From an optimization exercise on the open Yosys and OpenROAD flow, aimed at small area; shortcuts taken in it are not production practice.
Where RTL was checked, it was by simulation tests only, not by an equivalence proof against the original.
Power and IR drop assume default switching activity.

==> job 9531: inputs <==
==> flow/design.v (excerpt) <==
module cpu #(
    parameter A_WIDTH = 32,
              D_WIDTH = 32
)(
    input  logic               clk,
    input  logic               rst,
    input  logic [D_WIDTH-1:0] instr,
    output logic [A_WIDTH-1:0] pc,
    output logic [D_WIDTH-1:0] a0
);
    logic [31:0] PC_q;
    logic        PCsrc, ALUsrc, NE, regwrite;
    logic [31:0] ImmI;
    logic [12:1] OffB;
    assign pc = PC_q;
    SignEx immext (
        .instr (instr),
        .ImmI  (ImmI),
        .OffB  (OffB)
    );
    toppc pc_unit (
        .clk   (clk),
        .rst   (rst),
        .PC    (PC_q),
        .PCsrc (PCsrc),
        .OffB  (OffB)
    );
    ControlUnit controlunit (
        .instr    (instr),
        .NE       (NE),
        .RegWrite (regwrite),
        .ALUsrc   (ALUsrc),
        .PCsrc    (PCsrc)
    );
    ALU alublock (
        .clk    (clk),
        .ALUsrc (ALUsrc),
        .ImmOp  (ImmI),
        .WE3    (regwrite & ~rst),
        .AD1    (instr[19:15]),
        .AD2    (instr[24:20]),
        .AD3    (instr[11:7]),
        .NE     (NE),
        .a0     (a0)
    );
endmodule
==> module Rd_bit, before the edit <==
module Rd_bit (
    input  logic [31:1] d,
    input  logic [31:1] sel,
    output logic        y
);
    assign y = |(d & sel);
endmodule
==> module Reg_file, before the edit <==
module Reg_file (
    input  logic        clk,
    input  logic [4:0]  AD1,
    input  logic [4:0]  AD2,
    input  logic [4:0]  AD3,
    input  logic        WE3,
    input  logic [31:0] WD3,
    output logic [31:0] RD1,
    output logic [31:0] RD2,
    output logic [31:0] a0
);
    logic [31:0] q   [1:31];
    logic [31:1] s1, s2, we, nwe;
    always_comb
        for (int i = 1; i < 32; i++) begin
            s1[i]  = AD1 == i;
            s2[i]  = AD2 == i;
            we[i]  = WE3 && AD3 == i;
            nwe[i] = !(WE3 && AD3 == i);
        end
    genvar k, b;
    generate
        for (k = 1; k < 32; k = k + 1) begin : row
            Reg_row r (
                .clk (clk),
                .we  (we[k]),
                .nwe (nwe[k]),
                .WD  (WD3),
                .q   (q[k])
            );
        end
        for (b = 0; b < 32; b = b + 1) begin : bit_
            logic [31:1] d;
            for (k = 1; k < 32; k = k + 1) begin : col
                assign d[k] = q[k][b];
            end
            Rd_bit p1 (.d (d), .sel (s1), .y (RD1[b]));
            Rd_bit p2 (.d (d), .sel (s2), .y (RD2[b]));
        end
    endgenerate
    assign a0 = q[10];
endmodule
==> module alu_, before the edit <==
module alu_ (
    input  logic [31:0] ALUop1,
    input  logic [31:0] ALUop2,
    input  logic [31:0] RegOp2,
    output logic [31:0] ALUout,
    output logic        NE
);
    assign ALUout = ALUop1 + ALUop2;
    assign NE     = ALUop1 != RegOp2;
endmodule
==> module mux, before the edit <==
module mux (
    input  logic [31:0] regOp2,
    input  logic [31:0] ImmOp,
    input  logic        ALUsrc,
    output logic [31:0] ALUop2
);
    assign ALUop2 = ALUsrc ? ImmOp : regOp2;
endmodule
==> module ALU, before the edit <==
module ALU (
    input  logic        clk,
    input  logic        ALUsrc,
    input  logic [31:0] ImmOp,
    input  logic        WE3,
    input  logic [4:0]  AD1,
    input  logic [4:0]  AD2,
    input  logic [4:0]  AD3,
    output logic        NE,
    output logic [31:0] a0
);
    logic [31:0] ALUop1, regOp2, ALUop2, ALUout;
    alu_ addralu (
        .ALUop1 (ALUop1),
        .ALUop2 (ALUop2),
        .RegOp2 (regOp2),
        .ALUout (ALUout),
        .NE     (NE)
    );
    Reg_file regfile (
        .clk (clk),
        .AD1 (AD1),
        .AD2 (AD2),
        .AD3 (AD3),
        .WE3 (WE3),
        .WD3 (ALUout),
        .RD1 (ALUop1),
        .RD2 (regOp2),
        .a0  (a0)
    );
    mux mux (
        .ALUsrc (ALUsrc),
        .regOp2 (regOp2),
        .ALUop2 (ALUop2),
        .ImmOp  (ImmOp)
    );
endmodule
==> module PC_Reg, before the edit <==
module PC_Reg (
    input  logic [31:0] next_PC,
    input  logic        rst,
    input  logic        clk,
    output logic [31:0] PC
);
    always_ff @(posedge clk, posedge rst)
        if (rst)
            PC <= 32'b0;
        else
            PC <= next_PC;
endmodule
==> module Countermux, before the edit <==
module Countermux (
    input  logic [31:0] PC,
    input  logic [12:1] OffB,
    input  logic        PCsrc,
    output logic [31:0] next_PC
);
    logic [31:0] step;
    assign step    = PCsrc ? {{19{OffB[12]}}, OffB, 1'b0} : 32'd4;
    assign next_PC = PC + step;
endmodule
==> module toppc, before the edit <==
module toppc (
    input  logic [12:1] OffB,
    input  logic        rst,
    input  logic        PCsrc,
    input  logic        clk,
    output logic [31:0] PC
);
    logic [31:0] next_PC;
    Countermux Countermux (
        .PC      (PC),
        .OffB    (OffB),
        .next_PC (next_PC),
        .PCsrc   (PCsrc)
    );
    PC_Reg PC_Reg (
        .rst     (rst),
        .next_PC (next_PC),
        .clk     (clk),
        .PC      (PC)
    );
endmodule
make LEC_CHECK=0 CAP_MARGIN=20 CORE_MARGIN=2 CORE_UTILIZATION=40 SLEW_MARGIN=20 SYNTH_HIERARCHICAL=1 finish   # period 8.0 ns
run.sh (not shown) runs the stock make flow with config.mk's settings and CLKGATE_MAP_FILE= SYNTH_SCRIPT=/design/flow/synth_recipe.tcl, a recipe that flattens the netlist after the stock synthesis.
==> job 8145 (differences from job 9531) <==
--- a/flow/design.v
+++ b/flow/design.v
@@ -8,11 +8,4 @@
     always_ff @(posedge clk)
         q <= (WD & {32{we}}) | (q & {32{nwe}});
-endmodule
-module Rd_bit (
-    input  logic [31:1] d,
-    input  logic [31:1] sel,
-    output logic        y
-);
-    assign y = |(d & sel);
 endmodule
 module Reg_file (
@@ -23,4 +16,6 @@
     input  logic        WE3,
     input  logic [31:0] WD3,
+    input  logic        ImmSel,
+    input  logic [31:0] Imm,
     output logic [31:0] RD1,
     output logic [31:0] RD2,
@@ -28,12 +23,16 @@
 );
     logic [31:0] q   [1:31];
-    logic [31:1] s1, s2, we, nwe;
-    always_comb
+    logic [31:0] s1, s2;
+    logic [31:1] we, nwe;
+    always_comb begin
+        s1[0] = 1'b0;
+        s2[0] = ImmSel;
         for (int i = 1; i < 32; i++) begin
             s1[i]  = AD1 == i;
-            s2[i]  = AD2 == i;
+            s2[i]  = !ImmSel && AD2 == i;
             we[i]  = WE3 && AD3 == i;
             nwe[i] = !(WE3 && AD3 == i);
         end
+    end
     genvar k, b;
     generate
@@ -48,10 +47,13 @@
         end
         for (b = 0; b < 32; b = b + 1) begin : bit_
-            logic [31:1] d;
+            logic [31:0] d1, d2;
+            assign d1[0] = 1'b0;
+            assign d2[0] = Imm[b];
             for (k = 1; k < 32; k = k + 1) begin : col
-                assign d[k] = q[k][b];
+                assign d1[k] = q[k][b];
+                assign d2[k] = q[k][b];
             end
-            Rd_bit p1 (.d (d), .sel (s1), .y (RD1[b]));
-            Rd_bit p2 (.d (d), .sel (s2), .y (RD2[b]));
+            Rd_bit31 p1 (.d (d1[31:1]), .sel (s1[31:1]), .y (RD1[b]));
+            Rd_bit p2 (.d (d2), .sel (s2), .y (RD2[b]));
         end
     endgenerate
@@ -61,18 +63,53 @@
     input  logic [31:0] ALUop1,
     input  logic [31:0] ALUop2,
-    input  logic [31:0] RegOp2,
     output logic [31:0] ALUout,
     output logic        NE
 );
     assign ALUout = ALUop1 + ALUop2;
-    assign NE     = ALUop1 != RegOp2;
-endmodule
-module mux (
-    input  logic [31:0] regOp2,
-    input  logic [31:0] ImmOp,
-    input  logic        ALUsrc,
-    output logic [31:0] ALUop2
-);
-    assign ALUop2 = ALUsrc ? ImmOp : regOp2;
+    assign NE     = ALUop1 != ALUop2;
+endmodule
+module Ao222n (
+    input  logic [2:0] d,
+    input  logic [2:0] s,
+    output logic       y
+);
+    assign y = ~|(d & s);
+endmodule
+module Ao22n (
+    input  logic [1:0] d,
+    input  logic [1:0] s,
+    output logic       y
+);
+    assign y = ~|(d & s);
+endmodule
+module Rd_bit (
+    input  logic [31:0] d,
+    input  logic [31:0] sel,
+    output logic        y
+);
+    logic [10:0] n;
+    genvar g;
+    generate
+        for (g = 0; g < 10; g = g + 1) begin : grp
+            Ao222n a (.d (d[3*g +: 3]), .s (sel[3*g +: 3]), .y (n[g]));
+        end
+    endgenerate
+    Ao22n last (.d (d[31:30]), .s (sel[31:30]), .y (n[10]));
+    assign y = ~&n;
+endmodule
+module Rd_bit31 (
+    input  logic [31:1] d,
+    input  logic [31:1] sel,
+    output logic        y
+);
+    logic [10:0] n;
+    genvar g;
+    generate
+        for (g = 0; g < 10; g = g + 1) begin : grp
+            Ao222n a (.d (d[3*g+1 +: 3]), .s (sel[3*g+1 +: 3]), .y (n[g]));
+        end
+    endgenerate
+    assign n[10] = ~(d[31] & sel[31]);
+    assign y = ~&n;
 endmodule
 module ALU (
@@ -87,51 +124,101 @@
     output logic [31:0] a0
 );
-    logic [31:0] ALUop1, regOp2, ALUop2, ALUout;
+    logic [31:0] ALUop1, ALUop2, ALUout;
     alu_ addralu (
         .ALUop1 (ALUop1),
         .ALUop2 (ALUop2),
-        .RegOp2 (regOp2),
         .ALUout (ALUout),
         .NE     (NE)
     );
     Reg_file regfile (
-        .clk (clk),
-        .AD1 (AD1),
-        .AD2 (AD2),
-        .AD3 (AD3),
-        .WE3 (WE3),
-        .WD3 (ALUout),
-        .RD1 (ALUop1),
-        .RD2 (regOp2),
-        .a0  (a0)
-    );
-    mux mux (
-        .ALUsrc (ALUsrc),
-        .regOp2 (regOp2),
-        .ALUop2 (ALUop2),
-        .ImmOp  (ImmOp)
+        .clk    (clk),
+        .AD1    (AD1),
+        .AD2    (AD2),
+        .AD3    (AD3),
+        .WE3    (WE3),
+        .WD3    (ALUout),
+        .ImmSel (ALUsrc),
+        .Imm    (ImmOp),
+        .RD1    (ALUop1),
+        .RD2    (ALUop2),
+        .a0     (a0)
     );
 endmodule
 module PC_Reg (
-    input  logic [31:0] next_PC,
+    input  logic [31:1] next_PC,
     input  logic        rst,
     input  logic        clk,
-    output logic [31:0] PC
+    output logic [31:1] PC
 );
     always_ff @(posedge clk, posedge rst)
         if (rst)
-            PC <= 32'b0;
+            PC <= 31'b0;
         else
             PC <= next_PC;
 endmodule
+module Ha (
+    input  logic a,
+    input  logic b,
+    output logic s,
+    output logic co
+);
+    assign {co, s} = a + b;
+endmodule
+module Fa (
+    input  logic a,
+    input  logic b,
+    input  logic ci,
+    output logic s,
+    output logic co
+);
+    assign {co, s} = a + b + ci;
+endmodule
 module Countermux (
-    input  logic [31:0] PC,
+    input  logic [31:1] PC,
     input  logic [12:1] OffB,
     input  logic        PCsrc,
-    output logic [31:0] next_PC
-);
-    logic [31:0] step;
-    assign step    = PCsrc ? {{19{OffB[12]}}, OffB, 1'b0} : 32'd4;
-    assign next_PC = PC + step;
+    output logic [31:1] next_PC
+);
+    logic [12:2] inc;           
+    logic [13:2] ic;            
+    logic [12:1] br;            
+    logic [13:1] bc;            
+    logic [31:13] dec;          
+    logic [32:13] db;           
+    genvar i;
+    assign ic[2] = 1'b1;
+    generate
+        for (i = 2; i < 13; i = i + 1) begin : incr
+            Ha h (.a (PC[i]), .b (ic[i]), .s (inc[i]), .co (ic[i+1]));
+        end
+    endgenerate
+    assign br[1] = PC[1] ^ OffB[1];
+    assign bc[2] = PC[1] & OffB[1];
+    generate
+        for (i = 2; i < 13; i = i + 1) begin : badd
+            Fa f (.a (PC[i]), .b (OffB[i]), .ci (bc[i]), .s (br[i]), .co (bc[i+1]));
+        end
+    endgenerate
+    assign db[13] = 1'b1;
+    generate
+        for (i = 13; i < 32; i = i + 1) begin : decr
+            assign dec[i]  = PC[i] ^ db[i];
+            assign db[i+1] = ~PC[i] & db[i];
+        end
+    endgenerate
+    logic up, dn;
+    assign up = PCsrc ? (bc[13] & ~OffB[12]) : ic[13];
+    assign dn = PCsrc & ~bc[13] & OffB[12];
+    logic [31:13] hinc;
+    logic [32:13] hc;
+    assign hc[13] = 1'b1;
+    generate
+        for (i = 13; i < 32; i = i + 1) begin : hincr
+            Ha h (.a (PC[i]), .b (hc[i]), .s (hinc[i]), .co (hc[i+1]));
+        end
+    endgenerate
+    assign next_PC[1]     = PCsrc ? br[1] : PC[1];
+    assign next_PC[12:2]  = PCsrc ? br[12:2] : inc[12:2];
+    assign next_PC[31:13] = up ? hinc : (dn ? dec : PC[31:13]);
 endmodule
 module toppc (
@@ -142,7 +229,7 @@
     output logic [31:0] PC
 );
-    logic [31:0] next_PC;
+    logic [31:1] next_PC, PC_q;
     Countermux Countermux (
-        .PC      (PC),
+        .PC      (PC_q),
         .OffB    (OffB),
         .next_PC (next_PC),
@@ -153,6 +240,7 @@
         .next_PC (next_PC),
         .clk     (clk),
-        .PC      (PC)
-    );
+        .PC      (PC_q)
+    );
+    assign PC = {PC_q, 1'b0};
 endmodule
 module SignEx (
CORE_UTILIZATION = 55   (was 40)
CTS_BUF_LIST = sky130_fd_sc_hd__clkbuf_8 sky130_fd_sc_hd__clkbuf_16   (was default)
CTS_CLUSTER_DIAMETER = 100   (was default)
CTS_CLUSTER_SIZE = 30   (was default)
==> summary of the runs <==
Between job 8145 and job 9531, the lower area after synthesis is in job 8145 (gap about 4%, measured against job 9531). Design area: job 9531 is higher than job 8145 (about 13%). Worst setup slack: job 8145 is higher than job 9531 (0.49 ns). Of job 9531 and job 8145, job 9531 has the higher synthesized cell count (gap about 11%, measured against job 8145). In job 8145 the first-iteration DRC count is larger than in job 9531, by about 70%. Against job 8145, the clock power of job 9531 is higher by 90%. Combinational power: job 8145 is lower than job 9531 (about 33%).
For job 9531, only the layout was checked, not whether the RTL still works.

-- port drivers added, routing unchanged --
How much do the figures lean on ideal ports? The routed layouts below were timed once more, with nothing changed but the port constraints.
Step 1 (the two cells are an assumption about what drives the block):
set clk [get_ports {clk}]
set_driving_cell -lib_cell sky130_fd_sc_hd__clkbuf_16 $clk
set_driving_cell -lib_cell sky130_fd_sc_hd__buf_2 [delete_from_list [all_inputs] $clk]
Step 2 adds t to the input delays and takes it off the output delays; t is the mean of the earliest and latest rising clock arrival at the registers after step 1. Input paths then give back, and output paths get back, about the clock's delay inside the block.
Three values: ideal ports, drivers, drivers and shift; two values: the first two.
run	t, ns	setup slack, ns	hold WS [ns]	worst setup path after step 2	worst register clock-pin slew, ns
job 9531	0.778	0.261 / 0.299 / -0.479	0.379 / 0.379 / 0.379	input to register	0.07 / 0.07
job 8145	0.729	0.748 / 0.758 / 0.029	0.515 / 0.515 / 0.515	input to register	0.12 / 0.12
With both steps, setup timing fails in job 9531, where it was met with ideal ports. The setup slack of job 9531, which loses most, moves by +0.038 ns with the drivers and by -0.740 ns with both steps.
